Context: an optimization exercise on an open-source flow, tuned for small area, a short achievable clock period and few clock cycles per item. The choices shown serve that exercise and are no tape-out recipe. In this exercise RTL edits were held to simulation tests only and were not proved equivalent to the original. Power figures rest on the tool's default switching activity, not on a simulated workload.

== fjord ==
==> flow/design.v (excerpt) <==
module decision_tree_classifier (
    input   wire    clk,
    input   wire    rst,
    input   wire    start,
    input   signed  [31:0]  psd_gamma,
    input   signed  [31:0]  psd_beta,
    input   signed  [31:0]  psd_alpha,
    input   signed  [31:0]  psd_theta,
    input   signed  [31:0]  psd_delta,
    input   signed  [31:0]  peak_amplitude,
    input           [ 7:0]  zero_counter,
    input   signed  [31:0]  dwt_gamma_max,
    input   signed  [31:0]  dwt_gamma_min,
    input   signed  [31:0]  dwt_gamma_mean,
    input   signed  [31:0]  dwt_gamma_sum,
    input   signed  [31:0]  dwt_beta_max,
    input   signed  [31:0]  dwt_beta_min,
    input   signed  [31:0]  dwt_beta_mean,
    input   signed  [31:0]  dwt_beta_sum,
    input   signed  [31:0]  dwt_alpha_max,
    input   signed  [31:0]  dwt_alpha_min,
    input   signed  [31:0]  dwt_alpha_mean,
    input   signed  [31:0]  dwt_alpha_sum,
    input   signed  [31:0]  dwt_theta_max,
    input   signed  [31:0]  dwt_theta_min,
    input   signed  [31:0]  dwt_theta_mean,
    input   signed  [31:0]  dwt_theta_sum,
    input   signed  [31:0]  dwt_delta_max,
    input   signed  [31:0]  dwt_delta_min,
    input   signed  [31:0]  dwt_delta_mean,
    input   signed  [31:0]  dwt_delta_sum,
    output  reg             done,
    output  wire    [3:0]   class_label
);
Settings: LEC_CHECK=0, CAP_MARGIN=20, CORE_AREA=5 5 265 265, CTS_BUF_LIST=sky130_fd_sc_hd__clkbuf_4, DIE_AREA=0 0 270 270, PLACE_DENSITY=0.6, SLEW_MARGIN=20, SYNTH_MEMORY_MAX_BITS=65536; clock period 14.0 ns.
standard.sh (not shown) runs the stock make flow with config.mk's settings and CLKGATE_MAP_FILE= SYNTH_SCRIPT=/design/flow/synth_recipe.tcl, a recipe that flattens the netlist after the stock synthesis.
==> flow/flow/run.sh <==
#!/bin/bash
# Own layout flow: the standard ORFS flow and synthesis script, with three changes:
#  - ABC maps the logic with flow/abc.script (delay-targeted map) instead of ORFS's script;
#  - the port buffers are buf_1 instead of buffer_ports' default pick;
#  - the flow's timing repair aims at the setup margin set in flow/opts.sh.
# Each tool's output goes to the ORFS logs (orfs/logs/...) and to standard.log here.
set -euo pipefail
cd "$(dirname "$0")/.."
W=$(pwd)
source flow/opts.sh
cat > my_synth.tcl <<EOT
# synth_recipe.tcl with ABC's script replaced by flow/abc.script
proc abc {args} {
  set i [lsearch -exact \$args -script]
  if {\$i >= 0} { lset args [expr {\$i + 1}] $W/flow/abc.script }
  yosys abc {*}\$args
}
source $W/synth_recipe.tcl
EOT
sed "s#SYNTH_SCRIPT=[^ ]*synth_recipe.tcl#SYNTH_SCRIPT=$W/my_synth.tcl#" standard.sh > my_standard.sh
grep -q "SYNTH_SCRIPT=$W/my_synth.tcl" my_standard.sh
bash my_standard.sh > standard.log 2>&1
==> flow/flow/abc.script <==
strash
balance
rewrite
refactor
balance
rewrite
rewrite -z
balance
refactor -z
rewrite -z
balance
dch
map -D 1200
topo
stime -c
buffer -c
upsize -c
dnsize -c
==> flow/flow/opts.sh <==
export BUFFER_PORTS_ARGS="-buffer_cell sky130_fd_sc_hd__buf_1"
export SETUP_SLACK_MARGIN=9
export SETUP_SLACK_MARGIN=9.3
Testbench counts of fjord, summed over its fixed seeds: cycles 3,200, items 3,200.
Input-level comparison between ember and fjord:
==> flow/flow/opts.sh <==
export BUFFER_PORTS_ARGS="-buffer_cell sky130_fd_sc_hd__buf_1"
export SETUP_SLACK_MARGIN=9
export SETUP_SLACK_MARGIN=11
diff --git a/flow/config.mk b/flow/config.mk
--- a/flow/config.mk
+++ b/flow/config.mk
@@ -10 +9,0 @@
-export CTS_BUF_LIST = sky130_fd_sc_hd__clkbuf_4
[summary]
Summary of ember over fjord: non-clock buffer count went up about 1.5%, footprint of the flip-flops and latches went up 1.3 sq um, first-pass GRT wire length went down about 5%, area enclosed by the die boundary held.
Looking at worst hold slack across both flows, ember is the stronger of the two, with fjord trailing.
Compared with fjord, in ember via count +46; total internal power now sits higher; wire length on met3 shows an increase of about 5%.
Compared with fjord, ember shows a higher largest vdd supply drop.
NOTE: time the worst path needs with I/O delays and setup in ember exceeds that of fjord
Input changes introduced in zinc (baseline for comparison: ember):
==> flow/flow/opts.sh <==
export BUFFER_PORTS_ARGS="-buffer_cell sky130_fd_sc_hd__buf_1"
export SETUP_SLACK_MARGIN=9
export SETUP_SLACK_MARGIN=10.2
diff --git a/flow/config.mk b/flow/config.mk
--- a/flow/config.mk
+++ b/flow/config.mk
@@ -9,0 +10 @@
+export CTS_BUF_LIST = sky130_fd_sc_hd__clkbuf_4
--- outcome ---
zinc against ember: sequential share of layout area held, wire length went down 0.89%. Relative to ember, the pre-CTS worst setup slack of zinc is lower by 220 ps. ember and zinc ended up with roughly the same count of placed standard cells in the final layout, fillers left out.
For maple, these inputs were changed with respect to zinc:
diff --git a/flow/flow/abc.script b/flow/flow/abc.script
--- a/flow/flow/abc.script
+++ b/flow/flow/abc.script
@@ -12 +12,11 @@
-dch
+balance
+rewrite
+refactor
+balance
+rewrite
+rewrite -z
+balance
+refactor -z
+rewrite -z
+balance
+dch -f
==> flow/flow/opts.sh <==
export BUFFER_PORTS_ARGS="-buffer_cell sky130_fd_sc_hd__buf_1"
export SETUP_SLACK_MARGIN=9
### Flow results
Max total power across zinc and maple: zinc. Between zinc and maple, the flow reports number of distinct standard cells referenced by the synthesized netlist increasing by more than 10%. maple vs. zinc: clock period minus worst slack went down by 6.5 ps. Total power divided by cell area (higher): maple. [compare] base=zinc new=maple: via count decreased by 0.90% relative to the old numbers, sequential cell count stayed essentially flat, share of the synthesized area in compound gates (AO/OA/AOI/OAI) grew by 1.6 points, transition time at the pin with the least slew margin went up 70 ps.
Relative to maple, the following input files were edited for violet:
==> flow/flow/abc.script <==
strash
balance
rewrite
refactor
balance
rewrite
rewrite -z
balance
refactor -z
rewrite -z
balance
dch
map -D 1200
topo
stime -c
buffer -c
upsize -c
dnsize -c
diff --git a/flow/config.mk b/flow/config.mk
--- a/flow/config.mk
+++ b/flow/config.mk
@@ -10 +9,0 @@
-export CTS_BUF_LIST = sky130_fd_sc_hd__clkbuf_4
==> comparison <==
violet finished all stages; the layout is clean. Higher share of total power in sequential cells among violet and maple: maple. Compared violet against maple; core utilization within noise. Internal power of the cells | violet above maple. On violet: overall power after layout is 7.4% higher than what maple gave. maple has a lower total of cells resized after clock tree synthesis than violet.

afterwards: timing with drivers on the ports:
The flow's constraints put no driver on any port. The routed layouts listed below were extracted and timed again, unchanged, in two steps. Step 1, drivers: a clkbuf_16 drives clk and a buf_2 each remaining input, both assumed. Step 2 also shifts input and output timing later by t, the mid clock arrival at the registers, as if the neighbouring blocks saw the same clock. Slacks: no drivers / after step 1 / after step 2; pairs: no drivers / after step 1.
run | shift t [ns] | slack for setup (ns) | clock arrival spread, ns
fjord | 0.313 | 9.183 / 9.188 / 8.875 | 0.019 / 0.020
ember | 0.274 | 9.146 / 9.117 / 8.844 | 0.010 / 0.009
zinc | 0.335 | 9.095 / 9.109 / 8.774 | 0.034 / 0.034
maple | 0.329 | 9.101 / 9.123 / 8.795 | 0.009 / 0.009
violet | 0.288 | 9.158 / 9.144 / 8.855 | 0.007 / 0.007
After both steps setup and hold are still met in every run listed. For zinc, which loses most, drivers alone change the setup slack by +0.014 ns; drivers and shift together by -0.321 ns.
